Context: an optimization exercise on an open-source flow, tuned for small area, a short achievable clock period and few clock cycles. The choices shown serve that exercise and are no tape-out recipe.
In this exercise RTL edits were held to simulation tests only and were not proved equivalent to the original.

== v6 ==
Design bitcoin_hash, start of the top module:
module bitcoin_hash(
  input logic clk, reset_n, start,
  input logic [31:0] message_addr, output_addr,
  output logic done, mem_we,
  output logic [15:0] mem_addr,
  output logic [31:0] mem_write_data,
  input logic [31:0] mem_read_data);
Size in the first run: ~6500 cells after synthesis, roughly 910 flip-flops, roughly 0.050 mm² of cells after synthesis.
==> flow/config.mk <==
export PLATFORM = sky130hd
export DESIGN_NAME = bitcoin_hash
export DESIGN_NICKNAME = bitcoin_hash
export VERILOG_FILES = /design/flow/design.v
export SDC_FILE = /design/flow/constraint.sdc
export NUM_CORES = 4
export LEC_CHECK = 0
export ABC_AREA = 1
export CAP_MARGIN = 20
export CORE_MARGIN = 2
export CORE_UTILIZATION = 65
export CTS_CLUSTER_DIAMETER = 60
export CTS_CLUSTER_SIZE = 30
export PLACE_DENSITY = 0.75
export SLEW_MARGIN = 20
==> flow/constraint.sdc <==
create_clock -name core_clock -period 10.0 [get_ports {clk}]
set_input_delay 2.0000 -clock core_clock [delete_from_list [all_inputs] [get_ports {clk}]]
set_output_delay 2.0000 -clock core_clock [all_outputs]
set_load 0.01 [all_outputs]
standard.sh (not shown) runs the stock make flow with config.mk's settings and CLKGATE_MAP_FILE= SYNTH_SCRIPT=/design/flow/synth_recipe.tcl, a recipe that flattens the netlist after the stock synthesis.
==> flow/flow/run.sh <==
#!/bin/bash
# The standard layout (standard.sh: the standard synthesis and ORFS flow
# with config.mk's settings), with only the setup repair's slack margin
# raised to 6.3 ns: repair_timing then works the paths down toward 3.7 ns.
# The clock, the constraints and every other step are the standard ones.
# The whole make output goes to standard_flow.log in the work folder.
set -euo pipefail
cd "$(dirname "$0")/.."
bash standard.sh SETUP_SLACK_MARGIN=6.3 finish > standard_flow.log 2>&1
v6: PASS, flow complete, no timing, DRC or antenna violations
Testbench counts of v6, summed over its fixed seeds: cycles 83,592.
What v7 does differently from v6 at the input level:
--- a/flow/design.v
+++ b/flow/design.v
@@ -74,17 +74,26 @@
       6'd60: kc = 32'h8cc70208;
       6'd61: kc = 32'h90befffa;
       6'd62: kc = 32'ha4506ceb;
       6'd63: kc = 32'hbef9a3f7;
       default: kc = 32'h0;
     endcase
   endfunction
   function automatic logic [31:0] ivw(input logic [2:0] idx);
-    ivw = IV[255 - 32*idx -: 32];
+    case (idx)
+      3'd0: ivw = 32'h6a09e667;
+      3'd1: ivw = 32'hbb67ae85;
+      3'd2: ivw = 32'h3c6ef372;
+      3'd3: ivw = 32'ha54ff53a;
+      3'd4: ivw = 32'h510e527f;
+      3'd5: ivw = 32'h9b05688c;
+      3'd6: ivw = 32'h1f83d9ab;
+      default: ivw = 32'h5be0cd19;
+    endcase
   endfunction
   function automatic logic [31:0] rotr(input logic [31:0] x, input int k);
     rotr = (x >> k) | (x << (32 - k));
   endfunction
   logic [2:0]  ph;
   logic [6:0]  c;
   logic [3:0]  n;
   logic        wpend;    
==> comparison <==
On v7: final area is 0.0013 mm² lower than what v6 gave. v7 vs. v6: area of the multi-input gates now smaller; largest net degree at the start of global routing now smaller; total of cells resized after clock tree synthesis now smaller; sequential element share of the synthesized area comparable. | delay of the slowest cell on the worst path | lower: v7 |. Sort v7 and v6 by worst slew margin relative to its limit desc -> top: v7.
Testbench counts of v7, summed over its fixed seeds: cycles 83,592.

--- another note on this design; it stands on its own ---

## bitcoin_hash
module bitcoin_hash(
  input logic clk, reset_n, start,
  input logic [31:0] message_addr, output_addr,
  output logic done, mem_we,
  output logic [15:0] mem_addr,
  output logic [31:0] mem_write_data,
  input logic [31:0] mem_read_data);
Size: ~6,400 cells after synthesis, ~830 flip-flops, roughly 150 I/O pins, about 48,000 µm² of cells after synthesis.
export LEC_CHECK = 0
export ABC_AREA = 1
export CAP_MARGIN = 20
export CORE_MARGIN = 2
export CORE_UTILIZATION = 65
export CTS_CLUSTER_DIAMETER = 60
export CTS_CLUSTER_SIZE = 30
export PLACE_DENSITY = 0.75
export SETUP_SLACK_MARGIN = 5
export SLEW_MARGIN = 20
create_clock -name core_clock -period 10.0 [get_ports {clk}]
run.sh (not shown) runs the stock make flow with config.mk's settings and CLKGATE_MAP_FILE= SYNTH_SCRIPT=/design/flow/synth_recipe.tcl, a recipe that flattens the netlist after the stock synthesis.
Testbench counts at the start, summed over its fixed seeds: cycles 82,944.
Edit:
==> flow/flow/run.sh (new file) <==
#!/bin/bash
# The standard layout (standard.sh: the standard synthesis and ORFS flow
# with config.mk's settings), with only the setup repair's slack margin
# raised to 5.5 ns: repair_timing then works the paths down toward 4.5 ns.
# The clock, the constraints and every other step are the standard ones.
# The whole make output goes to standard_flow.log in the work folder.
set -euo pipefail
cd "$(dirname "$0")/.."
bash standard.sh SETUP_SLACK_MARGIN=5.5 finish > standard_flow.log 2>&1
==> flow/standard.sh (new file) <==
#!/bin/bash
# synth_recipe.tcl (not shown) runs the flow's synth.tcl, then flattens the netlist and writes it again
# the make line also repeats each setting of config.mk as NAME=value (left out here)
make -C /OpenROAD-flow-scripts/flow DESIGN_CONFIG=/design/flow/config.mk WORK_HOME=/design/flow/orfs CLKGATE_MAP_FILE= SYNTH_SCRIPT=/design/flow/synth_recipe.tcl "${@:-finish}"
Settings changed: SETUP_SLACK_MARGIN 5 to not set.
removed: flow/run.sh
Result:
- cell count is about the same
- sequential cell count does not change
- clock-buffer cell count rises by 4
- core utilization is higher by 1.8 points

re-timing with driven ports:
No port has a modelled driver above. Below, the same layouts with a new extraction and two added sets of constraints.
Step 1 assumes that a clkbuf_16 drives the clock port and a buf_2 every other input.
Step 2, shift: input delay + t, output delay - t, t = (earliest + latest rising clock arrival at the registers) / 2. This alone moves slack from input paths to output paths.
Three values: ideal ports, drivers, drivers and shift; two values: the first two.
run | t, ns | setup slack, ns | worst hold slack (ns) | worst setup path after step 2
v6 | 0.767 | 6.075 / 6.075 / 6.075 | 0.322 / 0.322 / 0.322 | register to register
v7 | 0.774 | 6.013 / 6.013 / 6.013 | 0.323 / 0.323 / 0.323 | register to register
the first run of note 2 | 0.766 | 4.991 / 4.991 / 4.991 | 0.328 / 0.328 / 0.328 | register to register
the second run of note 2 | 0.766 | 5.376 / 5.376 / 5.018 | 0.320 / 0.320 / 0.320 | input to register
After both steps setup and hold are still met in every run listed. For the second run of note 2, which loses most, drivers alone change the setup slack by 0.000 ns; drivers and shift together by -0.358 ns.
